This is an optimization exercise on Yosys and OpenROAD, whose aim is small area, a short achievable clock period and few clock cycles per item, not a production implementation.
Only simulation tests tie the RTL to the original design; equivalence was not proved.

`flow/config.mk`:
```
export PLATFORM = sky130hd
export DESIGN_NAME = hash
export DESIGN_NICKNAME = hash
export VERILOG_FILES = /design/flow/design.v
export SDC_FILE = /design/flow/constraint.sdc
export NUM_CORES = 4
export LEC_CHECK = 0
export CAP_MARGIN = 20
export CORE_MARGIN = 2
export CORE_UTILIZATION = 60
export CTS_BUF_LIST = sky130_fd_sc_hd__clkbuf_16
export CTS_CLUSTER_DIAMETER = 80
export CTS_CLUSTER_SIZE = 20
export SLEW_MARGIN = 20
export TNS_END_PERCENT = 5
```
`flow/constraint.sdc`:
```
create_clock -name core_clock -period 11.0 [get_ports {clk}]
set_input_delay 2.2000 -clock core_clock [delete_from_list [all_inputs] [get_ports {clk}]]
set_output_delay 2.2000 -clock core_clock [all_outputs]
set_load 0.01 [all_outputs]
```
`flow/design.v`:
```
`timescale 1ns / 1ps
module hash (
    input  logic         clk,
    input  logic         rst_n,
    input  logic         rx_valid,
    input  logic [7:0]   rx_data,
    output logic         hash_done,
    output logic [255:0] fin_hash
);
  localparam logic [31:0] IV0 = 32'h6a09e667, IV1 = 32'hbb67ae85,
                          IV2 = 32'h3c6ef372, IV3 = 32'ha54ff53a,
                          IV4 = 32'h510e527f, IV5 = 32'h9b05688c,
                          IV6 = 32'h1f83d9ab, IV7 = 32'h5be0cd19;
  logic       recv;       
  logic       gen;        
  logic [5:0] cnt;        
  logic [5:0] w;          
  logic       wf;         
  logic       done;
  logic       fresh;      
  logic in_byte, in_term, wr, term, put, newword, shift, start, last;
  assign in_byte = rx_valid && (rx_data != 8'h0d);
  assign in_term = rx_valid && (rx_data == 8'h0d);
  assign wr      = in_byte && !gen;           
  assign term    = in_term && recv;           
  assign start   = in_byte && !recv && !gen;  
  assign put     = wr || term;                
  assign newword = (cnt[1:0] == 2'd0);
  assign last    = (w == 6'd63);
  logic r63, r62;                             
  assign r63     = wf && last;
  assign r62     = wf && (w == 6'd62);
  assign shift   = (put && newword) || (gen && !last);
  always_ff @(posedge clk or negedge rst_n)
    if (!rst_n) begin
      recv <= 1'b0;
      gen  <= 1'b0;
      cnt  <= '0;
      w    <= '0;
      wf   <= 1'b0;
      done <= 1'b0;
      fresh <= 1'b1;
    end else begin
      fresh <= 1'b0;
      done <= wf && last;
      wf   <= 1'b0;
      if (gen) begin
        if (!last) begin
          w  <= w + 6'd1;
          wf <= 1'b1;
        end else begin
          gen <= 1'b0;
          cnt <= '0;
        end
      end else if (term) begin
        recv <= 1'b0;
        gen  <= 1'b1;
        w    <= cnt[5:2];
        wf   <= 1'b1;
      end else if (wr) begin
        recv <= 1'b1;
        cnt  <= cnt + 6'd1;
        w    <= cnt[5:2];
        wf   <= (cnt[1:0] == 2'd3);
      end
    end
  logic [31:0] W [0:15];
  logic [31:0] sched, genword;
  logic [31:0] w1s, w1c, w2s, w2c;
  logic [7:0]  pbyte;
  assign {w1c, w1s} = csa(W[9], W[0], ssig0(W[1]));
  assign {w2c, w2s} = csa(w1s, w1c, ssig1(W[14]));
  assign sched   = w2s + w2c;
  assign genword = (w[5:4] != 2'b00 || w[3:0] == 4'd15) ? sched :
                   (w[3:0] == 4'd14) ? {23'd0, cnt, 3'd0} : 32'd0;
  assign pbyte   = term ? 8'h80 : rx_data;
  always_ff @(posedge clk) begin
    if (shift)
      for (int i = 0; i < 15; i++) W[i] <= W[i+1];
    if (gen) begin
      if (!last) W[15] <= genword;
    end else if (put) begin
      for (int j = 0; j < 4; j++) begin
        if (cnt[1:0] == 2'(j))
          W[15][31-8*j -: 8] <= pbyte;
        else if (newword)
          W[15][31-8*j -: 8] <= 8'd0;
      end
    end
  end
  logic [31:0] k;
  always_ff @(posedge clk) k <= ROM(gen ? w + 6'd1 : cnt[5:2]);
  logic [31:0] a, b, c, d, e, f, g, h;
  logic [31:0] s1, chv, s0, mj, an, en;
  logic [31:0] p1s, p1c, p2s, p2c, b1s, b1c, a2s, a2c, a3s, a3c;
  logic [31:0] e1s, e1c, e2s, e2c, e3s, e3c;
  assign s1  = bsig1(e);
  assign chv = ch(e, f, g);
  assign s0  = bsig0(a);
  assign mj  = maj(a, b, c);
  assign {p1c, p1s} = csa(h, k, W[15]);
  assign {p2c, p2s} = csa(p1s, p1c, mj);
  assign {b1c, b1s} = csa(s1, chv, s0);
  assign {a2c, a2s} = csa(p2s, p2c, b1s);
  assign {a3c, a3s} = csa(a2s, a2c, b1c);
  assign an = a3s + a3c;
  assign {e1c, e1s} = csa(p1s, p1c, d);
  assign {e2c, e2s} = csa(e1s, e1c, s1);
  assign {e3c, e3s} = csa(e2s, e2c, chv);
  assign en = e3s + e3c;
  always_ff @(posedge clk) begin
    if (done || fresh) begin
      a <= IV0; b <= IV1; c <= IV2; d <= IV3;
      e <= IV4; f <= IV5; g <= IV6; h <= IV7;
    end else if (wf) begin
      a <= an;
      b <= a + (r63 ? IV1 : 32'd0);
      c <= b + (r63 ? IV2 : 32'd0);
      d <= c + (r63 ? IV3 : r62 ? IV4 - IV0 : 32'd0);
      e <= en;
      f <= e + (r63 ? IV5 : 32'd0);
      g <= f + (r63 ? IV6 : 32'd0);
      h <= g + (r63 ? IV7 : 32'd0);
    end
  end
  assign hash_done = done;
  assign fin_hash  = {a, b, c, d, e, f, g, h};
  function automatic logic [63:0] csa(input logic [31:0] x, y, z);
    csa = {((x & y) | (x & z) | (y & z)) << 1, x ^ y ^ z};
  endfunction
  function automatic logic [31:0] rotr(input logic [31:0] x, input int n);
    rotr = (x >> n) | (x << (32 - n));
  endfunction
  function automatic logic [31:0] bsig0(input logic [31:0] x);
    bsig0 = rotr(x, 2) ^ rotr(x, 13) ^ rotr(x, 22);
  endfunction
  function automatic logic [31:0] bsig1(input logic [31:0] x);
    bsig1 = rotr(x, 6) ^ rotr(x, 11) ^ rotr(x, 25);
  endfunction
  function automatic logic [31:0] ssig0(input logic [31:0] x);
    ssig0 = rotr(x, 7) ^ rotr(x, 18) ^ (x >> 3);
  endfunction
  function automatic logic [31:0] ssig1(input logic [31:0] x);
    ssig1 = rotr(x, 17) ^ rotr(x, 19) ^ (x >> 10);
  endfunction
  function automatic logic [31:0] ch(input logic [31:0] x, y, z);
    ch = (x & y) ^ (~x & z);
  endfunction
  function automatic logic [31:0] maj(input logic [31:0] x, y, z);
    maj = (x & y) ^ (x & z) ^ (y & z);
  endfunction
  function automatic logic [31:0] ROM(input logic [5:0] idx);
    case (idx)
      6'd0: ROM = 32'h428a2f98;
      6'd1: ROM = 32'h71374491;
      6'd2: ROM = 32'hb5c0fbcf;
      6'd3: ROM = 32'he9b5dba5;
      6'd4: ROM = 32'h3956c25b;
      6'd5: ROM = 32'h59f111f1;
      6'd6: ROM = 32'h923f82a4;
      6'd7: ROM = 32'hab1c5ed5;
      6'd8: ROM = 32'hd807aa98;
      6'd9: ROM = 32'h12835b01;
      6'd10: ROM = 32'h243185be;
      6'd11: ROM = 32'h550c7dc3;
      6'd12: ROM = 32'h72be5d74;
      6'd13: ROM = 32'h80deb1fe;
      6'd14: ROM = 32'h9bdc06a7;
      6'd15: ROM = 32'hc19bf174;
      6'd16: ROM = 32'he49b69c1;
      6'd17: ROM = 32'hefbe4786;
      6'd18: ROM = 32'h0fc19dc6;
      6'd19: ROM = 32'h240ca1cc;
      6'd20: ROM = 32'h2de92c6f;
      6'd21: ROM = 32'h4a7484aa;
      6'd22: ROM = 32'h5cb0a9dc;
      6'd23: ROM = 32'h76f988da;
      6'd24: ROM = 32'h983e5152;
      6'd25: ROM = 32'ha831c66d;
      6'd26: ROM = 32'hb00327c8;
      6'd27: ROM = 32'hbf597fc7;
      6'd28: ROM = 32'hc6e00bf3;
      6'd29: ROM = 32'hd5a79147;
      6'd30: ROM = 32'h06ca6351;
      6'd31: ROM = 32'h14292967;
      6'd32: ROM = 32'h27b70a85;
      6'd33: ROM = 32'h2e1b2138;
      6'd34: ROM = 32'h4d2c6dfc;
      6'd35: ROM = 32'h53380d13;
      6'd36: ROM = 32'h650a7354;
      6'd37: ROM = 32'h766a0abb;
      6'd38: ROM = 32'h81c2c92e;
      6'd39: ROM = 32'h92722c85;
      6'd40: ROM = 32'ha2bfe8a1;
      6'd41: ROM = 32'ha81a664b;
      6'd42: ROM = 32'hc24b8b70;
      6'd43: ROM = 32'hc76c51a3;
      6'd44: ROM = 32'hd192e819;
      6'd45: ROM = 32'hd6990624;
      6'd46: ROM = 32'hf40e3585;
      6'd47: ROM = 32'h106aa070;
      6'd48: ROM = 32'h19a4c116;
      6'd49: ROM = 32'h1e376c08;
      6'd50: ROM = 32'h2748774c;
      6'd51: ROM = 32'h34b0bcb5;
      6'd52: ROM = 32'h391c0cb3;
      6'd53: ROM = 32'h4ed8aa4a;
      6'd54: ROM = 32'h5b9cca4f;
      6'd55: ROM = 32'h682e6ff3;
      6'd56: ROM = 32'h748f82ee;
      6'd57: ROM = 32'h78a5636f;
      6'd58: ROM = 32'h84c87814;
      6'd59: ROM = 32'h8cc70208;
      6'd60: ROM = 32'h90befffa;
      6'd61: ROM = 32'ha4506ceb;
      6'd62: ROM = 32'hbef9a3f7;
      6'd63: ROM = 32'hc67178f2 + 32'h6a09e667;  
      default: ROM = 32'h0;
    endcase
  endfunction
endmodule
```
`flow/flow/run.sh`:
```
#!/bin/bash
# Standard ORFS layout, with setup repair aimed below the clock period and
# small port buffers.
set -euo pipefail
bash standard.sh SETUP_SLACK_MARGIN=6.0 'BUFFER_PORTS_ARGS=-buffer_cell sky130_fd_sc_hd__buf_1' finish > orfs_flow.log 2>&1
```
`flow/standard.sh`:
```
#!/bin/bash
# synth_recipe.tcl (not shown) runs the flow's synth.tcl, then flattens the netlist and writes it again
# the make line also repeats each setting of config.mk as NAME=value (left out here)
make -C /OpenROAD-flow-scripts/flow DESIGN_CONFIG=/design/flow/config.mk WORK_HOME=/design/flow/orfs CLKGATE_MAP_FILE= SYNTH_SCRIPT=/design/flow/synth_recipe.tcl "${@:-finish}"
```
==> results of run 1 <==
==> metrics by stage <==
stage	hold slack [ps]	cell area, um2
2_1_floorplan	400	49000
3_3_place_gp	400	50900
3_5_place_dp	405	50900
4_1_cts	422	53300
5_1_grt	424	53700
6_report	413	53700
==> worst max-delay path, delay by kind of cell (launching register included) <==
family,cells,cell delay (ps)
buffers and inverters,1,70
AO/OA/AOI/OAI,5,1150
AND/OR/NAND/NOR,4,1090
flip-flops,1,400
XOR/XNOR,2,500
adder cells (fa/ha/maj),4,1790
==> cell families after synthesis <==
| kind of cell | share of synthesized area (%) |
|---|---|
| buffers and inverters | 4.37 |
| adders and majority gates | 18.0 |
| xor gates and xnor gates | 9.30 |
| DFF | 44.0 |
| and+or+nand+nor | 9.14 |
| other | 0.00766 |
| muxes | 2.03 |
| AOI/OAI and AO/OA | 13.1 |
==> registers in the layout, indices dropped and copies added, names as in the netlist <==
name	count
f	32
b	32
W	512
e	32
gen	1
done	1
cnt	6
d	32
fresh	1
recv	1
a	32
k	32
g	32
c	32
w	6
h	32
wf	1
==> final cells by class <==
type	count	area, um2
Clock inverter	44	369
Antenna cell	1	2.50
Fill cell	6294	27000
Timing Repair Buffer	343	1630
Sequential cell	817	21700
Clock buffer	56	1400
Inverter	349	1320
Tap cell	1060	1330
Multi-Input combinational cell	3165	26000
==> worst paths after layout <==
kind | startpoint | endpoint | slack, ps | depth (start not counted)
worst max register to register | e[14] | a[31] | 5880 | 16
worst min register to register | W[5][21] | W[4][21] | 410 | 0
worst max-delay path | e[14] | a[31] | 5880 | 16
worst min-delay path | W[5][21] | W[4][21] | 410 | 0
max in group asynchronous | rst_n | wf | 8610 | 1
min in group asynchronous | rst_n | cnt[0] | 1680 | 1
==> layout by cell type, fill, tap and decap left out, types with 50 or more instances in the layout <==
master     synthesis  routed
mux2i_1           88      80
o21ai_0          330     318
nor3_1            75      75
a21o_1            50      50
buf_1             23     267
nor2_1           344     339
fa_1             284     275
dfxtp_1          288     230
nand2_1          314     312
xor2_1           190     172
ha_1             227     223
a21oi_1          248     239
buf_4              3      70
xnor2_1          330     311
inv_1            345     358
edfxtp_1         512     512
nand3_1           67      67
clkbuf_16          0      56
==> timing repair <==
action,4_1_cts,5_1_grt
resized for setup,118,85
hold endpoints to repair,0,0
pin swaps,41,39
setup buffers,24,14
endpoints found under the setup margin,38,116
hold buffers,0,0
==> layer usage <==
metal | global-route usage, % | vias up | share of wire, %
met5 | 0 | - | 0.0082
met4 | 20.1 | 2 | 6.7
met3 | 5.67 | 379 | 8.7
met2 | 58.5 | 1842 | 45
met1 | 50.5 | 17800 | 39
li1 | - | 16200 | -
==> flow_summary.toml, run 1 <==
[floorplanning]
core_mm2 = 0.0807
die_x_um = 290
initial_core_util_pct = 60.7
pin_count = 268
core.rowCount = 104
dieArea_mm2 = 0.0839
die_h_um = 290

[clock_tree]
cts.htree.levels = 2
cts_root_buf = "clkbuf_16"
cts_buffers = 55
clk_latency_ps = 680
clock-sinks = 817
clockBufferDepth = 3
clk_pin_slew_worst_paths_ps = 90
cts_tree = "built"

[timing]
max-slew-margin-rel_pct = 23.9
fmax_mhz = 195
worst-slew-pin-transition_ps = 1130
fin_skew_ps = 50.8
final-hold-violation-count = 0
setup_viol = 0
fin_crit_ps = 5120
maxSlewViolCount = 0
setup_slack_ps = 5880
period_share_pct = 46.5
tns_ps = 0
rsz0062_at_grt = "true"

[synthesis]
synth_edf_count = 512
synth_flop_cell = "edfxtp_1"
syn_area_per_cell_um2 = 10.8
yosysTopAreaCell = "edfxtp_1"
synth_top_area_share_pct = 31.4
synthDistinctLibCells = 95
synth-seq-cells = 817
async_flop_share_pct = 2.08
postSynthCellCount = 4545
yosysWarnings = 2
synth_common_cells = "edfxtp_1, inv_1, nor2_1"
mappedNetlistNets = 5067
synth_area_mm2 = 0.0490
yosysMostFrequentCell = "edfxtp_1"
synth_area_leaders = "edfxtp_1, dfxtp_1, fa_1"
yosysSeqAreaShare_pct = 44.0

[grt]
grt-ovfl-total = 0
gr-usage-all-layers_pct = 37.4
antenna_found_initial = 3
grt_start_max_net_pins = 163
grt_pass1_vias = 34400
grt_pass1_wl_um = 229000

[worst_setup_path]
crit_type = "flip-flop to flip-flop"
cp-end-kind = "flip-flop"
startpoint_type = "flip-flop"
cp_cell_sequence = "xor2_2, xnor2_2, fa_1, fa_1, inv_1, fa_1, ha_1, or4_1, nand3b_1, o211ai_1, a21oi_2, o41ai_2, and4_1, a2111oi_4, nand3b_1, a32o_1"
path_max_fanout = 7
cpPeakStageDelay_ps = 560
arrival_ps = 5680
path_common_cell = "fa_1"
required_ps = 11560
crit_path_top_delay_cell = "fa_1"

[placed_design]
place.gp.congestion = 1.00
dp.cells = 5695
dpl.hpwl_um = 120000
pre_cts_slack_ps = 5240
portBuffers = 267

[routing]
drt_iter0_drc = 3963
ant_nets = 0
routed_wl_um = 159000
drc = 0
viasPerCell = 6.22
wl_per_cell_um = 27.2
num_vias = 36300
drt_pass1_iterations = 6

[worst_hold_path]
min-delay-path-class = "flip-flop to flip-flop"

[final_layout]
final_util_pct = 66.6
final_nets = 5253
syn_to_final_growth_pct = 9.70
drive_gt1_share_pct = 7.73
instances_no_fill = 5835

[job]
drv_cap = 0

[run_status]
status = "complete, no violations"
Testbench counts, summed over its fixed seeds: cycles 16,640, items 192.
==> run 2, diff against run 1 <==
--- a/flow/config.mk
+++ b/flow/config.mk
@@ -12,4 +12,5 @@
 export CTS_CLUSTER_DIAMETER = 80
 export CTS_CLUSTER_SIZE = 20
+export PLACE_DENSITY = 0.72
 export SLEW_MARGIN = 20
 export TNS_END_PERCENT = 5
==> run 2 against run 1 <==
Die area unchanged; non-clock buffer count shrank 7; critical endpoint is now e[28].
==> flow_summary.toml, run 2 <==
[final_layout]
final_common_cell = "edfxtp_1"
syn_to_final_growth_pct = 9.62
regMostFlops = "W"
fill_cells = 6291
final_cell_mix = "edfxtp_1, inv_1, nor2_1"
seq_area_mm2 = 0.0217
final_nets = 5245
num_antenna_cells = 0
final_util_pct = 66.5
multi_input_area_mm2 = 0.0260
drive_gt1_share_pct = 7.49
largest_register_ffs = 512

[job]
drv_cap = 0

[synthesis]
yosysSeqAreaShare_pct = 44.0
async_flop_share_pct = 2.08
synth-xor-area-share_pct = 9.30
yosysTopAreaCell = "edfxtp_1"
synth_common_cells = "edfxtp_1, inv_1, nor2_1"
synth_area_mm2 = 0.0490
synth_top_area_share_pct = 31.4
synth_flop_cell = "edfxtp_1"
synth_top_family_by_area = "adder cells"
synth-adder-area-share_pct = 18.0
yosysMostFrequentCell = "edfxtp_1"
synth-seq-cells = 817
yosysWarnings = 2
synth_edf_count = 512
synth-compound-area-share_pct = 13.1
muxShareOfSynthArea_pct = 2.03
mappedNetlistNets = 5067
synthDistinctLibCells = 95
postSynthCellCount = 4545
syn_area_per_cell_um2 = 10.8
synth_area_leaders = "edfxtp_1, dfxtp_1, fa_1"
synthSimpleGateAreaFrac_pct = 9.14

[worst_setup_path]
cp-startpoint = "h[10]"
required_ps = 11540
rr_worst_depth = 17
crit_type = "flip-flop to flip-flop"
startpoint_type = "flip-flop"
crit_family = "adder cells"
r2r-start = "h[10]"
cpPeakStageDelay_ps = 720
crit_buf_inv = 2
arrival_ps = 5650
path_max_fanout = 6
crit_path_top_delay_cell = "fa_1"
path_depth = 17
cp_cell_sequence = "inv_1, fa_1, xor2_1, xnor2_1, fa_1, fa_1, inv_1, ha_1, a21oi_1, o21a_1, o21a_1, a21oi_4, nor4_1, or4b_1, nand2b_1, xnor2_1, o21ai_0"
path_common_cell = "fa_1"
cp-end-kind = "flip-flop"

[timing]
maxSlewViolCount = 0
final-hold-violation-count = 0
setup_viol = 0
max-slew-margin-rel_pct = 25.4
setup_slack_ps = 5890
worst-slew-pin-transition_ps = 1120
fin_skew_ps = 45.4
fin_crit_ps = 5110
tns_ps = 0
fmax_mhz = 196
rsz0062_at_grt = "true"
period_share_pct = 46.4

[routing]
viasPerCell = 6.14
ant_nets = 0
routed_wl_um = 155000
drc = 0
wl_per_cell_um = 26.6
num_vias = 35800
drt_pass1_iterations = 5
drt_iter0_drc = 3277

[floorplanning]
die_h_um = 290
core_mm2 = 0.0807
die_x_um = 290
core.rowCount = 104
pin_count = 268
initial_core_util_pct = 60.7
dieArea_mm2 = 0.0839

[grt]
grt-ovfl-total = 0
gr-usage-all-layers_pct = 36.6
antenna_found_initial = 1
grt_start_max_net_pins = 170
grt_pass1_wl_um = 225000
grt_pass1_vias = 34400

[placed_design]
dpl.hpwl_um = 117000
portBuffers = 267
pre_cts_slack_ps = 5020
place.gp.congestion = 1.02

[clock_tree]
cts_buffers = 54
clockBufferDepth = 3
clock-sinks = 817
cts-hold-fix-buffers = 0
cts_root_buf = "clkbuf_16"
clk_latency_ps = 680
clk_pin_slew_worst_paths_ps = 90
cts_tree = "built"
cts.htree.levels = 2

[worst_hold_path]
hold_depth = 0
hp-start = "W[5][18]"
min-delay-path-class = "flip-flop to flip-flop"

[run_status]
status = "complete, no violations"
run 2: cell families (layout without fill, tap and decap cells):
group	count (synthesis)	count (layout)
AO/OA/AOI/OAI	1010	1010
AND/OR/NAND/NOR	996	996
flip-flops	817	817
buffers and inverters	563	784
adder cells (fa/ha/maj)	542	542
XOR/XNOR	520	520
multiplexers	96	96
other	1	1
run 2: routing by layer:
| metal | GRT usage [%] | vias to the layer above | routed length, um |
|---|---|---|---|
| li1 | - | 16200 | - |
| met1 | 46.5 | 17700 | 59500 |
| met2 | 60.3 | 1537 | 73400 |
| met3 | 6.51 | 356 | 12300 |
| met4 | 18.8 | 0 | 9720 |
| met5 | 0 | - | 0 |
run 2: path summary, 6_finish.rpt:
path | end | slack (ps)
setup / recovery | e[28] | 5890
hold / removal | W[4][18] | 410
setup reg to reg | e[28] | 5890
hold reg to reg | W[4][18] | 410
max in group asynchronous | wf | 9260
min in group asynchronous | done | 1470
run 2: timing repair:
action                                  in CTS  in global routing
resized for setup                          131                 77
setup buffers                               13                 13
pin swaps                                   15                 44
endpoints found under the setup margin     108                131
run 2: final cells by class:
| cell class | instances | area share [%] |
|---|---|---|
| well taps | 1060 | 2.47 |
| multi-input cells | 3165 | 48.4 |
| inverters | 349 | 2.46 |
| flip-flops and latches | 817 | 40.4 |
| clock inverters | 45 | 0.825 |
| clock buffers | 54 | 2.52 |
| repair buffers | 336 | 2.91 |
run 2: per-stage QoR:
step | std cells | hold WS (ps) | instance area, um2
global route | 5826 | 417 | 53700
CTS | 5813 | 403 | 53300
detailed placement | 5701 | 405 | 50900
global placement | 5701 | 400 | 50900
floorplan | 4545 | 400 | 49000
finish | 5826 | 407 | 53700
==> run 3, diff against run 2 <==
--- a/flow/design.v
+++ b/flow/design.v
@@ -29,6 +29,4 @@
   assign last    = (w == 6'd63);
   logic r63, r62;                             
-  assign r63     = wf && last;
-  assign r62     = wf && (w == 6'd62);
   assign shift   = (put && newword) || (gen && !last);
   always_ff @(posedge clk or negedge rst_n)
@@ -40,8 +38,12 @@
       wf   <= 1'b0;
       done <= 1'b0;
+      r63  <= 1'b0;
+      r62  <= 1'b0;
       fresh <= 1'b1;
     end else begin
       fresh <= 1'b0;
       done <= wf && last;
+      r63  <= gen && (w == 6'd62);
+      r62  <= gen && (w == 6'd61);
       wf   <= 1'b0;
       if (gen) begin
==> run 3 against run 2 <==
Still clean; flip-flop and latch count rose by 2; first-iteration DRC count rose by 10%; critical path type unchanged.
==> flow_summary.toml, run 3 <==
[final_layout]
final_util_pct = 65.7
multi_input_area_mm2 = 0.0262
largest_register_ffs = 512
syn_to_final_growth_pct = 8.93
final_nets = 5256
regMostFlops = "W"
drive_gt1_share_pct = 6.99
stdcell_area_mm2 = 0.0537
seq_area_mm2 = 0.0217
final_common_cell = "edfxtp_1"
instances_no_fill = 5852
fill_cells = 6468
final_cell_mix = "edfxtp_1, inv_1, xnor2_1"

[synthesis]
yosysMostFrequentCell = "edfxtp_1"
syn_area_per_cell_um2 = 10.8
async_flop_share_pct = 2.32
yosysWarnings = 2
synth_flop_cell = "edfxtp_1"
synth_edf_count = 512
synth_area_mm2 = 0.0493
yosysSeqAreaShare_pct = 43.9
mappedNetlistNets = 5091
synth_area_leaders = "edfxtp_1, dfxtp_1, fa_1"
synthDistinctLibCells = 97
synth_common_cells = "edfxtp_1, xnor2_1, nor2_1"
postSynthCellCount = 4568
synth_top_area_share_pct = 31.2
synth-seq-cells = 819
yosysTopAreaCell = "edfxtp_1"

[timing]
fin_skew_ps = 40.4
maxSlewViolCount = 0
setup_viol = 0
rsz0062_at_grt = "true"
max-slew-margin-rel_pct = 19.5
final-hold-violation-count = 0
fmax_mhz = 196
worst-slew-pin-transition_ps = 1200
tns_ps = 0
fin_crit_ps = 5100
period_share_pct = 46.3

[worst_hold_path]
hp-start = "W[12][23]"
min-delay-path-class = "flip-flop to flip-flop"

[clock_tree]
cts.htree.levels = 2
clk_pin_slew_worst_paths_ps = 90
cts_tree = "built"
cts-hold-fix-buffers = 0
cts_buffers = 53
clockBufferDepth = 3
cts_root_buf = "clkbuf_16"
clock-sinks = 819
clk_latency_ps = 670

[placed_design]
dp.cells = 5730
place_area_mm2 = 0.0512
place.gp.congestion = 1.01
dpl.hpwl_um = 122000
portBuffers = 267

[routing]
wl_per_cell_um = 27.3
viasPerCell = 6.17
drt_iter0_drc = 3604
ant_nets = 0
num_vias = 36100
drc = 0
routed_wl_um = 160000
drt_pass1_iterations = 6

[floorplanning]
die_h_um = 291
pin_count = 268
core.rowCount = 105
die_x_um = 291
dieArea_mm2 = 0.0844
core_mm2 = 0.0817
initial_core_util_pct = 60.3

[worst_setup_path]
arrival_ps = 5650
required_ps = 11550
startpoint_type = "flip-flop"
r2r-start = "a[28]"
cp-startpoint = "a[28]"
path_max_fanout = 7
cp-end-kind = "flip-flop"
crit_type = "flip-flop to flip-flop"

[grt]
use_met1_pct = 46.6
grt_pass1_vias = 34900
grt_start_max_net_pins = 176
grt_pass1_wl_um = 232000
busiest_layer = "met2"
grt-ovfl-total = 0
gr-usage-all-layers_pct = 37.3
use_met3_pct = 7.82
met2_usage_pct = 60.6
antenna_found_initial = 0

[run_status]
status = "complete, no violations"

[job]
drv_cap = 0
[run 3: changes by cell type in the layout (fill, tap and decap cells not counted), moves of 8 or more]
cell      change
or2_2         +9
nor2_1        -8
nand2_1      +14
nand2b_1      -8
mux2i_1      +13
o21ai_0      -28
mux2_2        +9
xor2_1       -34
nor3_1        +9
xnor2_1      +38
a31oi_1      +12
inv_1         -9
a211oi_1      +8
[run 3: final timing paths]
check	endpoint	slack (ps)	depth (start not counted)
worst max register to register	a[26]	5900	16
min in group asynchronous	w[0]	1480	1
max in group asynchronous	r63	9140	1
worst max-delay path	a[26]	5900	16
worst min-delay path	W[11][23]	410	0
worst min register to register	W[11][23]	410	0
[run 3: logic make-up after synthesis]
group	Yosys count	share of synthesized area [%]
simple gates	1013	9.22
compound gates	1012	13.1
flops	819	43.9
buf+inv	550	4.26
fa+ha+maj	543	18.0
xor+xnor	514	9.13
mux	116	2.42
other cells	1	0.00761
[run 3: layout make-up]
class	count	area share, %
antenna	4	0.0186
clock buffer	53	2.47
clock inverter	47	0.662
inverter	329	2.31
multi-input combinational	3199	48.8
sequential	819	40.5
tap	1070	2.49
timing repair buffer	331	2.84
[run 3: critical path, cell delays in order (launching register included)]
cell and delay (ps):
dfxtp_2 500, xor2_2 290, xnor2_1 220, fa_1 480
fa_1 540, inv_1 50, fa_1 480, ha_2 330
a2111o_1 480, a31oi_4 190, o31a_4 160, o21ai_4 100
a41o_1 320, a31oi_4 220, nor2b_1 80, or3_1 310
a32o_1 240
[run 3: metal layers]
| metal | vias to the layer above | share of wire (%) | wire (um) |
|---|---|---|---|
| met5 | - | 0 | 0 |
| met4 | 0 | 7.0 | 11200 |
| met1 | 17700 | 38 | 60600 |
| met3 | 372 | 8.5 | 13600 |
| met2 | 1643 | 47 | 74500 |
| li1 | 16400 | - | - |
[run 3: through the flow]
stage               setup WS [ps]  hold WS [ps]
floorplan                    2050           400
global placement             5330           400
detailed placement           5280           405
CTS                          5760           401
global route                 5770           405
finish                       5900           405
[run 3: timing repair]
action	4_1_cts	5_1_grt
gates resized for setup	52	123
setup endpoints to repair	29	261
buffers inserted	2	15
endpoints found under the hold margin	0	0
pin swaps	2	36
Testbench counts of run 3, summed over its fixed seeds: cycles 16,640, items 192.
==> run 4, diff against run 3 <==
==> flow/flow/run.sh (replaced) <==
#!/bin/bash
# Standard ORFS layout, with setup repair aimed below the clock period and
# small port buffers.
set -euo pipefail
bash standard.sh SETUP_SLACK_MARGIN=7.0 'BUFFER_PORTS_ARGS=-buffer_cell sky130_fd_sc_hd__buf_1' finish > orfs_flow.log 2>&1
==> run 4 against run 3 <==
Utilization up 1.8 points; highest routed layer is now met5; area after synthesis unchanged; maximum frequency increased by 2.7%; still clean on timing, DRC and antenna; largest cell class unchanged; global-route usage grew 0.86 points; critical endpoint is now a[30]; critical path type unchanged.
==> flow_summary.toml, run 4 <==
[run_status]
status = "complete, no violations"

[timing]
setup_viol = 0
max-slew-margin-rel_pct = 20.9
maxSlewViolCount = 0
period_share_pct = 45.1
holdWs_ps = 412
fin_skew_ps = 41.4
fmax_mhz = 201
fin_crit_ps = 4960
final-hold-violation-count = 0
rsz0062_at_grt = "true"
worst-slew-pin-transition_ps = 1180
tns_ps = 0

[synthesis]
yosysTopAreaCell = "edfxtp_1"
syn_area_per_cell_um2 = 10.8
synth_common_cells = "edfxtp_1, xnor2_1, nor2_1"
yosysMostFrequentCell = "edfxtp_1"
yosysWarnings = 2
synth_edf_count = 512
synth_flop_cell = "edfxtp_1"
yosysSeqAreaShare_pct = 43.9
async_flop_share_pct = 2.32
postSynthCellCount = 4568
mappedNetlistNets = 5091
synth_top_area_share_pct = 31.2
synth-seq-cells = 819
synthDistinctLibCells = 97
synth_area_mm2 = 0.0493
synth_area_leaders = "edfxtp_1, dfxtp_1, fa_1"

[final_layout]
regMostFlops = "W"
drive_gt1_share_pct = 10.7
seq_area_mm2 = 0.0217
final_cell_mix = "edfxtp_1, inv_1, xnor2_1"
final_nets = 5332
final_util_pct = 67.5
fill_cells = 6274
instances_no_fill = 5927
multi_input_area_mm2 = 0.0269
largest_register_ffs = 512
final_common_cell = "edfxtp_1"
syn_to_final_growth_pct = 11.9

[grt]
gr-usage-all-layers_pct = 38.2
grt_start_max_net_pins = 176
grt-ovfl-total = 0
grt_pass1_wl_um = 237000
grt_pass1_vias = 35600
antenna_found_initial = 2

[worst_hold_path]
min-delay-path-class = "flip-flop to flip-flop"

[routing]
wl_per_cell_um = 27.8
drc = 0
wl_met2_um = 76100
drt_iter0_drc = 3775
routed.top_layer = "met5"
drt_pass1_iterations = 7
num_vias = 36800
routed_wl_um = 165000
met3_length_um = 14400
wl_met1_um = 61200
ant_nets = 0
viasPerCell = 6.21

[worst_setup_path]
path_common_cell = "fa_1"
crit_type = "flip-flop to flip-flop"
cp-end-kind = "flip-flop"
startpoint_type = "flip-flop"
required_ps = 11560
crit_path_top_delay_cell = "fa_1"
arrival_ps = 5530
cp_cell_sequence = "xor2_2, xnor2_1, fa_1, fa_1, fa_1, inv_1, ha_1, a21o_1, a31oi_2, o31a_2, o21ai_4, a41o_1, a31oi_4, o21ai_2, mux2_2, o211ai_1"
path_max_fanout = 4
crit_buf_inv = 1
cpPeakStageDelay_ps = 520
crit_family = "adder cells"

[clock_tree]
cts_buffers = 53
clock-sinks = 819
clk_pin_slew_worst_paths_ps = 90
clockBufferDepth = 3
cts.htree.levels = 2
cts_root_buf = "clkbuf_16"
clk_latency_ps = 670
cts_tree = "built"

[job]
drv_cap = 0

[floorplanning]
die_h_um = 291
core_mm2 = 0.0817
initial_core_util_pct = 60.3
die_x_um = 291
core.rowCount = 105
pin_count = 268
dieArea_mm2 = 0.0844

[placed_design]
place.gp.congestion = 1.01
portBuffers = 267
dp.cells = 5730
dpl.hpwl_um = 122000
==> run 4: worst paths after layout <==
path	slack (ps)	endpoint	cells past startpoint	from
min	410	W[11][23]	0	W[12][23]
min in group asynchronous	1490	w[0]	1	rst_n
max	6040	a[30]	16	a[26]
max in group asynchronous	9130	r63	1	rst_n
min reg2reg	410	W[11][23]	0	W[12][23]
max reg2reg	6040	a[30]	16	a[26]
==> run 4: layout make-up <==
cell class / instances / area share, %
clock buffer: 53 / 2.40
timing repair buffer: 407 / 4.01
inverter: 329 / 2.24
clock inverter: 47 / 0.644
tap: 1070 / 2.43
sequential: 819 / 39.4
antenna: 3 / 0.0136
multi-input combinational: 3199 / 48.8
==> run 4: cells by family after synthesis <==
logic type               count (synthesis)  share of synthesized area, %
AO/OA/AOI/OAI                         1012                          13.1
XOR/XNOR                               514                          9.13
adder cells (fa/ha/maj)                543                          18.0
buffers and inverters                  550                          4.26
flip-flops                             819                          43.9
multiplexers                           116                          2.42
other                                    1                       0.00761
AND/OR/NAND/NOR                       1013                          9.22
==> run 4: worst register-to-register path, stage by stage (launching register included) <==
cell      delay [ps]
dfxtp_1          490
xor2_2           280
xnor2_1          220
fa_1             480
fa_1             520
fa_1             500
inv_1             40
ha_1             330
a21o_1           170
a31oi_2          110
o31a_2           380
o21ai_4          290
a41o_1           280
a31oi_4          130
o21ai_2          150
mux2_2           340
o211ai_1         170
==> run 4: what timing repair did <==
action                                 4_1_cts  5_1_grt
setup buffers                               75       14
hold buffers                                 0        0
pin swaps                                  102       45
setup endpoints to repair                  580      674
gates cloned                                 0        5
endpoints found under the hold margin        0        0
resized for setup                          282       78
==> run 4: through the flow <==
step / area [um2] / setup WS (ps)
floorplan: 49300 / 2050
global placement: 51200 / 5330
detailed placement: 51200 / 5280
CTS: 54600 / 6090
global route: 55100 / 5940
finish: 55200 / 6040
==> run 4: routing by layer <==
metal / up-vias / track usage (%)
met5: - / 0
li1: 16500 / -
met2: 1879 / 61.2
met1: 18000 / 47.2
met3: 431 / 8.24
met4: 2 / 24.2
==> run 5, diff against run 4 <==
==> flow/flow/run.sh (replaced) <==
#!/bin/bash
# Standard ORFS layout, with setup repair aimed below the clock period and
# small port buffers.
set -euo pipefail
bash standard.sh SETUP_SLACK_MARGIN=6.5 'BUFFER_PORTS_ARGS=-buffer_cell sky130_fd_sc_hd__buf_1' finish > orfs_flow.log 2>&1
==> run 5 against run 4 <==
Still clean on timing, DRC and antenna; flip-flop and latch count stayed put; worst hold slack worse by 5.8 ps; sequential share of layout area is 0.51 points higher; cell area is 1.3% lower; first-iteration DRC count is 3.9% higher; routed wire length is 1.4% lower; highest routed layer is now met4; clock-buffer cell count stayed put; largest cell class unchanged; final cell count is 0.64% lower; critical path depth is 1 higher.
==> flow_summary.toml, run 5 <==
[final_layout]
regMostFlops = "W"
instances_no_fill = 5889
largest_register_ffs = 512
syn_to_final_growth_pct = 10.5
final_common_cell = "edfxtp_1"
final_cell_mix = "edfxtp_1, inv_1, xnor2_1"
drive_gt1_share_pct = 9.11
final_nets = 5295

[clock_tree]
clk_latency_ps = 670
clock-sinks = 819
cts-hold-fix-buffers = 0
cts_tree = "built"
clockBufferDepth = 3
cts_buffers = 53
cts.htree.levels = 2
cts_root_buf = "clkbuf_16"
clk_pin_slew_worst_paths_ps = 90

[synthesis]
postSynthCellCount = 4568
synth_area_leaders = "edfxtp_1, dfxtp_1, fa_1"
synth_area_mm2 = 0.0493
mappedNetlistNets = 5091
syn_area_per_cell_um2 = 10.8
synth_top_area_share_pct = 31.2
yosysSeqAreaShare_pct = 43.9
yosysMostFrequentCell = "edfxtp_1"
async_flop_share_pct = 2.32
synth_edf_count = 512
synth_common_cells = "edfxtp_1, xnor2_1, nor2_1"
synth-seq-cells = 819
synthDistinctLibCells = 97
yosysWarnings = 2
yosysTopAreaCell = "edfxtp_1"
synth_flop_cell = "edfxtp_1"

[worst_setup_path]
arrival_ps = 5450
cp_cell_sequence = "inv_1, fa_2, xor2_4, xnor2_2, fa_1, fa_1, inv_1, ha_4, nor2_1, o31a_1, o211ai_1, nand4_1, a211oi_2, o31ai_2, a21boi_1, xnor2_1, a21oi_1"
cp-end-kind = "flip-flop"
r2r_slack_ps = 6050
crit_path_top_delay_cell = "fa_2"
crit_type = "flip-flop to flip-flop"
crit_family = "adder cells"
startpoint_type = "flip-flop"
required_ps = 11500
path_max_fanout = 4
cpPeakStageDelay_ps = 680
crit_buf_inv = 2

[grt]
grt_pass1_vias = 35300
antenna_found_initial = 0
gr-usage-all-layers_pct = 37.8
grt-ovfl-total = 0
grt_start_max_net_pins = 176
grt_pass1_wl_um = 234000

[timing]
fin_crit_ps = 4950
final-hold-violation-count = 0
max-slew-margin-rel_pct = 18.3
holdWs_ps = 406
fin_skew_ps = 38.5
maxSlewViolCount = 0
rsz0062_at_grt = "true"
worst-slew-pin-transition_ps = 1220
fmax_mhz = 202
period_share_pct = 45.0
setup_viol = 0
tns_ps = 0

[floorplanning]
die_x_um = 291
core_mm2 = 0.0817
initial_core_util_pct = 60.3
die_h_um = 291
dieArea_mm2 = 0.0844
core.rowCount = 105
pin_count = 268

[routing]
routed.top_layer = "met4"
wl_per_cell_um = 27.6
drt_pass1_iterations = 6
ant_nets = 0
drt_iter0_drc = 3924
drc = 0
met3_length_um = 14600
num_vias = 36600
routed_wl_um = 162000
viasPerCell = 6.22
wl_met2_um = 75200
wl_met1_um = 60300

[run_status]
status = "complete, no violations"

[placed_design]
portBuffers = 267
dpl.hpwl_um = 122000
place.gp.congestion = 1.01
dp.cells = 5730

[worst_hold_path]
min-delay-path-class = "flip-flop to flip-flop"

[job]
drv_cap = 0
[run 5: kinds of logic (layout without fill, tap and decap cells)]
logic type	after synthesis	in the layout	synth area share, %
simple gates	1013	1013	9.22
compound gates	1012	1012	13.1
other cells	1	3	0.00761
mux	116	116	2.42
fa+ha+maj	543	543	18.0
flops	819	819	43.9
buf+inv	550	799	4.26
xor+xnor	514	514	9.13
[run 5: final cells by class]
class	count	area (um2)
multi-input combinational	3199	26600
antenna	2	5.00
clock buffer	53	1330
sequential	819	21700
timing repair buffer	370	1840
fill	6386	27300
tap	1070	1340
inverter	329	1240
clock inverter	47	355
[run 5: what timing repair did]
action	4_1_cts	5_1_grt
pin swaps	58	43
setup buffers	48	8
endpoints found under the setup margin	376	397
gates cloned	0	1
resized for setup	217	64
[run 5: per-layer routing]
metal  track usage, %  up-vias
li1                 -    16400
met1             47.1    18000
met2             61.0     1829
met3             7.82      409
met4             22.7        0
met5                0        -
[run 5: stage by stage]
| step | cell area (um2) | worst slack, ps | utilization (%) |
|---|---|---|---|
| 6_report | 54400 | 6050 | 66.6 |
| 5_1_grt | 54400 | 5950 | 66.6 |
| 4_1_cts | 54100 | 6090 | 66.2 |
| 3_5_place_dp | 51200 | 5280 | 62.6 |
| 3_3_place_gp | 51200 | 5330 | 62.6 |
| 2_1_floorplan | 49300 | 2050 | - |
[run 5: path summary, 6_finish.rpt]
path,start,end,depth (start not counted)
max,h[3],e[28],17
min,W[12][23],W[11][23],0
max reg2reg,h[3],e[28],17
min reg2reg,W[12][23],W[11][23],0
max in group asynchronous,rst_n,r63,1
min in group asynchronous,rst_n,w[0],1
[run 5: worst register-to-register path, cell delays in order, from the launching register on]
cell and delay, ps:
dfxtp_1 350, inv_1 90, fa_2 680, xor2_4 200, xnor2_2 140, fa_1 470
fa_1 530, inv_1 70, ha_4 300, nor2_1 60, o31a_1 350, o211ai_1 290
nand4_1 290, a211oi_2 390, o31ai_2 150, a21boi_1 210, xnor2_1 150, a21oi_1 90
==> run 6, diff against run 5 <==
--- a/flow/config.mk
+++ b/flow/config.mk
@@ -10,7 +10,7 @@
 export CORE_UTILIZATION = 60
 export CTS_BUF_LIST = sky130_fd_sc_hd__clkbuf_16
-export CTS_CLUSTER_DIAMETER = 80
-export CTS_CLUSTER_SIZE = 20
-export PLACE_DENSITY = 0.72
+export CTS_CLUSTER_DIAMETER = 90
+export CTS_CLUSTER_SIZE = 25
+export PLACE_DENSITY = 0.8
 export SLEW_MARGIN = 20
 export TNS_END_PERCENT = 5
==> run 6 against run 5 <==
Clock skew is 3.6 ps higher; worst hold slack better by 8.8 ps; cell area hardly changed; critical path type unchanged.
==> flow_summary.toml, run 6 <==
[worst_setup_path]
path_max_fanout = 4
arrival_ps = 5560
startpoint_type = "flip-flop"
cp-end-kind = "flip-flop"
crit_type = "flip-flop to flip-flop"
required_ps = 11570

[job]
drv_cap = 0

[clock_tree]
clockBufferDepth = 3
cts_root_buf = "clkbuf_16"
cts_tree = "built"
cts-hold-fix-buffers = 0
clk_latency_ps = 670
clk_pin_slew_worst_paths_ps = 100
clock-sinks = 819
cts.htree.levels = 2
cts_buffers = 46

[timing]
fin_crit_ps = 4990
rsz0062_at_grt = "true"
fmax_mhz = 201
period_share_pct = 45.3
tns_ps = 0
setup_viol = 0
maxSlewViolCount = 0
worst-slew-pin-transition_ps = 1180
max-slew-margin-rel_pct = 20.4
holdWs_ps = 415
final-hold-violation-count = 0
fin_skew_ps = 42.1

[grt]
gr-usage-all-layers_pct = 36.5
grt-ovfl-total = 0
grt_pass1_vias = 35000
antenna_found_initial = 4
grt_pass1_wl_um = 228000
grt_start_max_net_pins = 196

[synthesis]
synth_area_leaders = "edfxtp_1, dfxtp_1, fa_1"
synth_flop_cell = "edfxtp_1"
syn_area_per_cell_um2 = 10.8
synth_common_cells = "edfxtp_1, xnor2_1, nor2_1"
yosysTopAreaCell = "edfxtp_1"
synthDistinctLibCells = 97
yosysSeqAreaShare_pct = 43.9
yosysWarnings = 2
synth_edf_count = 512
async_flop_share_pct = 2.32
postSynthCellCount = 4568
yosysMostFrequentCell = "edfxtp_1"
synth-seq-cells = 819
mappedNetlistNets = 5091
synth_top_area_share_pct = 31.2
synth_area_mm2 = 0.0493

[routing]
drc = 0
routed_wl_um = 159000
drt_iter0_drc = 4089
viasPerCell = 6.28
drt_pass1_iterations = 7
wl_per_cell_um = 27.0
num_vias = 36800
ant_nets = 0

[floorplanning]
dieArea_mm2 = 0.0844
die_x_um = 291
core_mm2 = 0.0817
core.rowCount = 105
initial_core_util_pct = 60.3
pin_count = 268
die_h_um = 291

[final_layout]
fill_cells = 6204
final_nets = 5281
regMostFlops = "W"
syn_to_final_growth_pct = 10.4
final_common_cell = "edfxtp_1"
largest_register_ffs = 512
final_cell_mix = "edfxtp_1, xnor2_1, inv_1"
drive_gt1_share_pct = 9.28

[placed_design]
dpl.hpwl_um = 118000
place.gp.congestion = 1.09
portBuffers = 267

[worst_hold_path]
min-delay-path-class = "flip-flop to flip-flop"

[run_status]
status = "complete, no violations"
[run 6: path summary, 6_finish.rpt]
check	cells past startpoint	slack (ps)	startpoint	endpoint
hold reg to reg	0	420	W[10][22]	W[9][22]
setup reg to reg	18	6010	h[5]	a[26]
hold / removal	0	420	W[10][22]	W[9][22]
min in group asynchronous	1	1480	rst_n	cnt[0]
setup / recovery	18	6010	h[5]	a[26]
max in group asynchronous	1	9100	rst_n	r63
[run 6: worst max-delay path, stage by stage (launching register included)]
cell and delay [ps]:
dfxtp_2 370, inv_2 50, fa_2 670, xor2_2 240
buf_4 160, xnor2_1 130, fa_1 440, inv_1 80
fa_1 430, ha_1 270, a2111o_1 440, a31oi_4 200
o31a_4 190, o21ai_4 90, a41o_1 290, a31oi_4 210
nor2b_1 80, or3_1 300, a32o_1 240
[run 6: metrics by stage]
stage	cell area, um2	utilization, %	std cells	setup slack [ps]
floorplan	49300	-	4568	2050
global placement	51100	62.6	5719	5070
detailed placement	51100	62.6	5719	5010
CTS	53600	65.6	5831	6090
global route	54400	66.6	5866	5880
finish	54400	66.6	5867	6010
[run 6: cell families after synthesis]
logic type      after synthesis  share of synthesized area [%]
simple gates               1013                           9.22
fa+ha+maj                   543                           18.0
mux                         116                           2.42
flops                       819                           43.9
other cells                   1                        0.00761
xor+xnor                    514                           9.13
buf+inv                     550                           4.26
compound gates             1012                           13.1
[run 6: what timing repair did]
action                                  CTS  global route
gates cloned                              1             0
endpoints found under the setup margin  154           373
setup buffers                            25            35
pin swaps                                38            71
resized for setup                       194           111
[run 6: per-layer routing]
| layer | wire, um | GRT usage (%) |
|---|---|---|
| met1 | 59500 | 47.3 |
| met2 | 70800 | 56.5 |
| met3 | 15900 | 7.53 |
| met4 | 12400 | 22.6 |
| met5 | 15 | 0 |
[run 6: final cells by class]
cell class / count / area (um2) / area share, %
Multi-Input combinational cell: 3199 / 26700 / 49.1
Clock inverter: 40 / 383 / 0.704
Sequential cell: 819 / 21800 / 40.0
Clock buffer: 46 / 1150 / 2.12
Antenna cell: 1 / 2.50 / 0.00460
Tap cell: 1070 / 1340 / 2.46
Timing Repair Buffer: 363 / 1820 / 3.35
Inverter: 329 / 1240 / 2.28
==> run 7, diff against run 6 <==
--- a/flow/design.v
+++ b/flow/design.v
@@ -91,9 +91,10 @@
     end
   end
-  logic [31:0] k;
-  always_ff @(posedge clk) k <= ROM(gen ? w + 6'd1 : cnt[5:2]);
+  logic [31:0] hk, hnext;
+  assign hnext = wf ? g : h;
+  always_ff @(posedge clk) hk <= hnext + ROM(gen ? w + 6'd1 : cnt[5:2]);
   logic [31:0] a, b, c, d, e, f, g, h;
   logic [31:0] s1, chv, s0, mj, an, en;
-  logic [31:0] p1s, p1c, p2s, p2c, b1s, b1c, a2s, a2c, a3s, a3c;
+  logic [31:0] p2s, p2c, b1s, b1c, a2s, a2c, a3s, a3c;
   logic [31:0] e1s, e1c, e2s, e2c, e3s, e3c;
   assign s1  = bsig1(e);
@@ -101,11 +102,10 @@
   assign s0  = bsig0(a);
   assign mj  = maj(a, b, c);
-  assign {p1c, p1s} = csa(h, k, W[15]);
-  assign {p2c, p2s} = csa(p1s, p1c, mj);
+  assign {p2c, p2s} = csa(hk, W[15], mj);
   assign {b1c, b1s} = csa(s1, chv, s0);
   assign {a2c, a2s} = csa(p2s, p2c, b1s);
   assign {a3c, a3s} = csa(a2s, a2c, b1c);
   assign an = a3s + a3c;
-  assign {e1c, e1s} = csa(p1s, p1c, d);
+  assign {e1c, e1s} = csa(hk, W[15], d);
   assign {e2c, e2s} = csa(e1s, e1c, s1);
   assign {e3c, e3s} = csa(e2s, e2c, chv);
==> flow/flow/run.sh (replaced) <==
#!/bin/bash
# Standard ORFS layout, with setup repair aimed below the clock period and
# small port buffers.
set -euo pipefail
bash standard.sh SETUP_SLACK_MARGIN=7.0 'BUFFER_PORTS_ARGS=-buffer_cell sky130_fd_sc_hd__buf_1' finish > orfs_flow.log 2>&1
==> flow/config.mk (replaced) <==
export PLATFORM = sky130hd
export DESIGN_NAME = hash
export DESIGN_NICKNAME = hash
export VERILOG_FILES = /design/flow/design.v
export SDC_FILE = /design/flow/constraint.sdc
export NUM_CORES = 4
export LEC_CHECK = 0
export CAP_MARGIN = 20
export CORE_MARGIN = 2
export CORE_UTILIZATION = 55
export CTS_BUF_LIST = sky130_fd_sc_hd__clkbuf_8
export SLEW_MARGIN = 20
==> run 7 against run 6 <==
Die area rose by 11%; global-route usage grew 1.6 points; sequential share of layout area fell by 4.7 points; via count is 9.0% higher; cell area increased by 14%; flip-flop and latch count stayed put; largest cell class unchanged; utilization rose by 1.8 points; highest routed layer unchanged; final cell count is 12% higher; routed wire length grew 15%.
==> flow_summary.toml, run 7 <==
[worst_setup_path]
path_common_cell = "fa_1"
arrival_ps = 5480
cp-end-kind = "flip-flop"
reg2reg_to = "e[24]"
startpoint_type = "flip-flop"
rr_worst_depth = 15
cpPeakStageDelay_ps = 540
crit_family = "adder cells"
r2r-start = "W[15][2]"
crit_path_top_delay_cell = "fa_1"
crit_type = "flip-flop to flip-flop"
cp_cell_sequence = "fa_1, inv_2, fa_1, inv_1, fa_1, ha_1, a211o_1, a211oi_2, and3b_2, o41a_1, o41ai_4, o21bai_2, a31oi_1, xor2_1, a21oi_1"
r2r_slack_ps = 6200
crit_buf_inv = 2
required_ps = 11680
path_max_fanout = 3

[final_layout]
regMostFlops = "W"
drive_gt1_share_pct = 21.1
final_util_pct = 68.4
largest_register_ffs = 512
syn_to_final_growth_pct = 22.9
final_common_cell = "edfxtp_1"
final_cell_mix = "edfxtp_1, inv_1, nand2_1"
final_nets = 5813
fill_cells = 6811

[timing]
max-slew-margin-rel_pct = 37.6
tns_ps = 0
maxSlewViolCount = 0
fin_crit_ps = 4800
fmax_mhz = 208
setup_viol = 0
final-hold-violation-count = 0
rsz0062_at_grt = "true"
worst-slew-pin-transition_ps = 936
period_share_pct = 43.6
fin_skew_ps = 71.8

[synthesis]
synth_area_leaders = "edfxtp_1, dfxtp_1, fa_1"
postSynthCellCount = 4741
synth_area_mm2 = 0.0503
synth_top_area_share_pct = 30.5
yosysSeqAreaShare_pct = 42.9
yosysTopAreaCell = "edfxtp_1"
mappedNetlistNets = 5287
synthDistinctLibCells = 86
syn_area_per_cell_um2 = 10.6
synth_flop_cell = "edfxtp_1"
synth_common_cells = "edfxtp_1, inv_1, xnor2_1"
yosysWarnings = 2
yosysMostFrequentCell = "edfxtp_1"
async_flop_share_pct = 2.32
synth_edf_count = 512
synth-seq-cells = 819

[routing]
wl_met2_um = 80300
drc = 0
drt_pass1_iterations = 6
viasPerCell = 6.12
routed_wl_um = 182000
met3_length_um = 17200
drt_iter0_drc = 4174
num_vias = 40100
routed.top_layer = "met5"
wl_met1_um = 70400
wl_per_cell_um = 27.7
ant_nets = 0

[clock_tree]
clockBufferDepth = 3
cts.htree.levels = 4
cts_buffers = 139
clock-sinks = 819
cts_root_buf = "clkbuf_8"
cts_tree = "built"
clk_latency_ps = 880
clk_pin_slew_worst_paths_ps = 60

[grt]
grt-ovfl-total = 0
gr-usage-all-layers_pct = 38.0
antenna_found_initial = 11
grt_pass1_wl_um = 259000
grt_start_max_net_pins = 120
grt_pass1_vias = 38800

[placed_design]
portBuffers = 267
dpl.hpwl_um = 129000
place.gp.congestion = 0.989

[worst_hold_path]
min-delay-path-class = "flip-flop to flip-flop"
hp-start = "W[4][10]"
whs_endpoint = "W[3][10]"
hold_depth = 0

[floorplanning]
core_mm2 = 0.0904
core.rowCount = 110
initial_core_util_pct = 55.7
die_h_um = 307
pin_count = 268
die_x_um = 307
dieArea_mm2 = 0.0940

[job]
drv_cap = 0

[run_status]
status = "complete, no violations"
-- run 7: cell types whose count changed in the layout (fill, tap and decap cells not counted), moves of 24 or more --
cell,delta
buf_12,+24
inv_1,+55
xnor2_1,-67
clkbuf_8,+150
nor3_1,-28
o21ai_1,+26
buf_6,+41
nor2_1,-39
xnor2_2,+32
ha_4,+28
a21oi_2,+29
clkbuf_16,-42
o21ai_0,-65
buf_4,+161
-- run 7: layout make-up --
type                            instances  area (um2)  area share, %
Clock buffer                          149        2050           3.32
Multi-Input combinational cell       3330       29800           48.2
Inverter                              363        1400           2.27
Tap cell                             1176        1470           2.38
Clock inverter                         99         673           1.09
Antenna cell                            4        10.0         0.0162
Timing Repair Buffer                  611        4550           7.36
Sequential cell                       819       21900           35.3
Timing Repair inverter                  3        26.3         0.0425
-- run 7: worst max-delay path by stage --
stage | from | endpoint | depth (start not counted)
after floorplan | rx_data[6] | W[0][0] | 5
after global routing | W[15][7] | e[24] | 17
after global placement | gen | hk[27] | 22
after CTS | W[15][7] | e[24] | 15
final | W[15][2] | e[24] | 15
after detailed placement | gen | hk[26] | 22
-- run 7: what timing repair did --
action,in CTS,in global routing
resized for setup,560,177
setup endpoints to repair,613,354
gates cloned,18,4
buffers inserted,205,86
hold buffers,0,0
hold endpoints to repair,0,0
pin swaps,198,144
-- run 7: through the flow --
stage          hold slack [ps]  area (um2)  instances  setup slack, ps
2_1_floorplan              400       51500       4741             4120
3_3_place_gp               400       53000       5989             4820
3_5_place_dp               405       53000       5989             4710
4_1_cts                    376       60200       6460             6210
5_1_grt                    389       61900       6554             6030
6_report                   388       61900       6554             6200
-- run 7: logic make-up after synthesis --
group / after synthesis / share of synthesized area (%)
other cells: 1 / 0.00745
fa+ha+maj: 565 / 18.1
simple gates: 1034 / 9.38
mux: 119 / 2.43
buf+inv: 596 / 4.46
xor+xnor: 498 / 8.67
compound gates: 1109 / 14.0
flops: 819 / 42.9
-- run 7: layer usage --
| metal | vias up | track usage [%] |
|---|---|---|
| li1 | 17800 | - |
| met1 | 19700 | 48.8 |
| met2 | 2041 | 57.6 |
| met3 | 541 | 9.65 |
| met4 | 6 | 24.4 |
| met5 | - | 0 |
Testbench counts of run 7, summed over its fixed seeds: cycles 16,640, items 192.
==> run 8, diff against run 7 <==
==> flow/flow/run.sh (replaced) <==
#!/bin/bash
# Standard ORFS layout, with setup repair aimed below the clock period and
# small port buffers.
set -euo pipefail
bash standard.sh SETUP_SLACK_MARGIN=6.0 'BUFFER_PORTS_ARGS=-buffer_cell sky130_fd_sc_hd__buf_1' finish > orfs_flow.log 2>&1
--- a/flow/config.mk
+++ b/flow/config.mk
@@ -9,4 +9,7 @@
 export CORE_MARGIN = 2
 export CORE_UTILIZATION = 55
-export CTS_BUF_LIST = sky130_fd_sc_hd__clkbuf_8
+export CTS_BUF_LIST = sky130_fd_sc_hd__clkbuf_16
+export CTS_CLUSTER_DIAMETER = 80
+export CTS_CLUSTER_SIZE = 20
 export SLEW_MARGIN = 20
+export TNS_END_PERCENT = 5
==> run 8 against run 7 <==
Worst hold slack better by 28 ps; final cell count down 6.3%; via count down 6.3%; clock skew down 37 ps; global-route usage down 2.7 points; area after synthesis unchanged; die area unchanged; synthesized cell count unchanged; critical endpoint is now W[15][30]; largest cell class unchanged; highest routed layer unchanged.
==> flow_summary.toml, run 8 <==
[run_status]
status = "complete, no violations"

[worst_setup_path]
r2r_slack_ps = 5990
r2r-start = "W[1][8]"
path_max_fanout = 4
required_ps = 11550
startpoint_type = "flip-flop"
crit_path_end = "W[15][30]"
cp-end-kind = "flip-flop"
crit_type = "flip-flop to flip-flop"
arrival_ps = 5560
cp-startpoint = "W[1][8]"
reg2reg_to = "W[15][30]"
rr_worst_depth = 16

[clock_tree]
clk_pin_slew_worst_paths_ps = 90
cts-hold-fix-buffers = 0
cts.htree.levels = 2
cts_root_buf = "clkbuf_16"
clk_latency_ps = 700
clock-sinks = 819
clockBufferDepth = 3
cts_tree = "built"
cts_buffers = 53

[timing]
fin_skew_ps = 34.8
fin_crit_ps = 5010
max-slew-margin-rel_pct = 30.1
period_share_pct = 45.5
fmax_mhz = 200
worst-slew-pin-transition_ps = 1050
final-hold-violation-count = 0
setup_slack_ps = 5990
rsz0062_at_grt = "true"
setup_viol = 0
maxSlewViolCount = 0
tns_ps = 0
holdWs_ps = 416

[synthesis]
yosysTopAreaCell = "edfxtp_1"
synth_flop_cell = "edfxtp_1"
yosysMostFrequentCell = "edfxtp_1"
yosysWarnings = 2
synth_area_mm2 = 0.0503
async_flop_share_pct = 2.32
postSynthCellCount = 4741
synth-seq-cells = 819
synth_top_area_share_pct = 30.5
synthDistinctLibCells = 86
yosysSeqAreaShare_pct = 42.9
synth_common_cells = "edfxtp_1, inv_1, xnor2_1"
mappedNetlistNets = 5287
synth_edf_count = 512
synth_area_leaders = "edfxtp_1, dfxtp_1, fa_1"
syn_area_per_cell_um2 = 10.6

[job]
drv_cap = 0

[grt]
grt-ovfl-total = 0
gr-usage-all-layers_pct = 35.4
grt_pass1_wl_um = 243000
antenna_found_initial = 10
grt_pass1_vias = 35500
grt_start_max_net_pins = 188

[routing]
drt_pass1_iterations = 6
num_vias = 37600
wl_per_cell_um = 27.4
ant_nets = 0
routed_wl_um = 168000
drt_iter0_drc = 3930
viasPerCell = 6.12
drc = 0

[final_layout]
final_common_cell = "edfxtp_1"
final_cell_mix = "edfxtp_1, inv_1, nand2_1"
largest_register_ffs = 512
fill_cells = 7515
regMostFlops = "W"
seq_area_mm2 = 0.0218
multi_input_area_mm2 = 0.0273
syn_to_final_growth_pct = 10.3
final_util_pct = 61.4
final_nets = 5466
drive_gt1_share_pct = 8.34

[placed_design]
dpl.hpwl_um = 128000
place.gp.congestion = 0.996
pre_cts_slack_ps = 4370
portBuffers = 267

[floorplanning]
initial_core_util_pct = 55.7
die_x_um = 307
pin_count = 268
core_mm2 = 0.0904
dieArea_mm2 = 0.0940
die_h_um = 307
core.rowCount = 110

[worst_hold_path]
min-delay-path-class = "flip-flop to flip-flop"
hold_depth = 0
## run 8: cell counts after synthesis
No cell type changed its count.
## run 8: final cells by class
cell class              instances  share of cell area (%)
diodes                          2                 0.00901
clock inverters                44                   0.644
flip-flops and latches        819                    39.2
repair buffers                354                    3.38
well taps                    1176                    2.65
inverters                     363                    2.48
clock buffers                  54                    2.43
multi-input cells            3329                    49.2
## run 8: cells by family after synthesis
logic type               synth area share, %
AO/OA/AOI/OAI                           14.0
other                                0.00745
multiplexers                            2.43
XOR/XNOR                                8.67
flip-flops                              42.9
AND/OR/NAND/NOR                         9.38
adder cells (fa/ha/maj)                 18.1
buffers and inverters                   4.46
## run 8: layer usage
| layer | vias up | wire length (um) | track usage, % |
|---|---|---|---|
| met3 | 321 | 13600 | 6.02 |
| li1 | 17000 | - | - |
| met1 | 18600 | 68400 | 47.6 |
| met2 | 1622 | 76600 | 55.7 |
| met4 | 2 | 9360 | 17.3 |
| met5 | - | 9 | 0 |
## run 8: per-stage QoR
stage	instances	instance area (um2)
CTS	6102	54600
floorplan	4741	50400
detailed placement	5988	52300
global route	6140	55500
global placement	5988	52300
finish	6141	55500
## run 8: repair_timing
action,CTS,global route
hold endpoints to repair,0,0
setup buffers,12,34
gates resized for setup,118,149
cloned,4,3
pin swaps,9,29
endpoints found under the setup margin,119,111
## run 8: worst min path at each step
stage                     slack, ps      start   endpoint
final                           420    W[8][1]    W[7][1]
after global routing            420   W[4][13]   W[3][13]
after CTS                       420  W[13][21]  W[12][21]
after detailed placement        400  W[11][13]  W[10][13]
after global placement          400  W[10][25]   W[9][25]
after floorplan                 400   W[11][0]   W[10][0]
## run 8: worst max-delay path: stages (launching register included)
cell and delay (ps):
edfxtp_1 530, xnor2_1 200, xnor2_1 350, fa_1 490, inv_1 80, fa_1 410
inv_1 80, ha_1 270, or4_4 550, o21ai_2 90, a21oi_2 80, a221oi_2 390
o21ai_2 170, o41a_1 360, a41o_1 260, or4b_1 460, nand3_1 100

## port drivers added, routing unchanged
The results above use ideal ports. As a check the final layouts listed here were re-extracted and re-timed, cells and wires unchanged. Step 1 sets driving cells, clkbuf_16 on the clock port and buf_2 on the other inputs (assumed; they add their load-dependent delay and slew). Step 2 times the ports against the registers' clock, not the clock port: input delays grow and output delays shrink by t, the midpoint of the rising clock arrivals with the driver on. Slacks: ideal ports / drivers / drivers and shift; pairs: ideal ports / drivers.
run | t (ns) | slack for setup (ns) | slew at the worst register clock pin (ns) | worst slew at a driven data input, ns
run 1 | 0.727 | 5.881 / 5.881 / 5.470 | 0.10 / 0.10 | 0.07
run 2 | 0.731 | 5.892 / 5.892 / 5.276 | 0.09 / 0.09 | 0.12
run 3 | 0.727 | 5.903 / 5.903 / 5.314 | 0.10 / 0.10 | 0.12
run 4 | 0.722 | 6.036 / 6.036 / 5.903 | 0.10 / 0.10 | 0.11
run 5 | 0.724 | 6.049 / 6.049 / 5.789 | 0.10 / 0.10 | 0.10
run 6 | 0.723 | 6.014 / 6.014 / 5.570 | 0.10 / 0.10 | 0.12
run 7 | 0.923 | 6.202 / 6.202 / 6.176 | 0.09 / 0.09 | 0.10
run 8 | 0.756 | 5.992 / 5.992 / 5.513 | 0.09 / 0.09 | 0.10
After both steps every run listed still meets setup and hold. For run 2, which loses most, drivers alone change the setup slack by 0.000 ns; drivers and shift together by -0.616 ns.
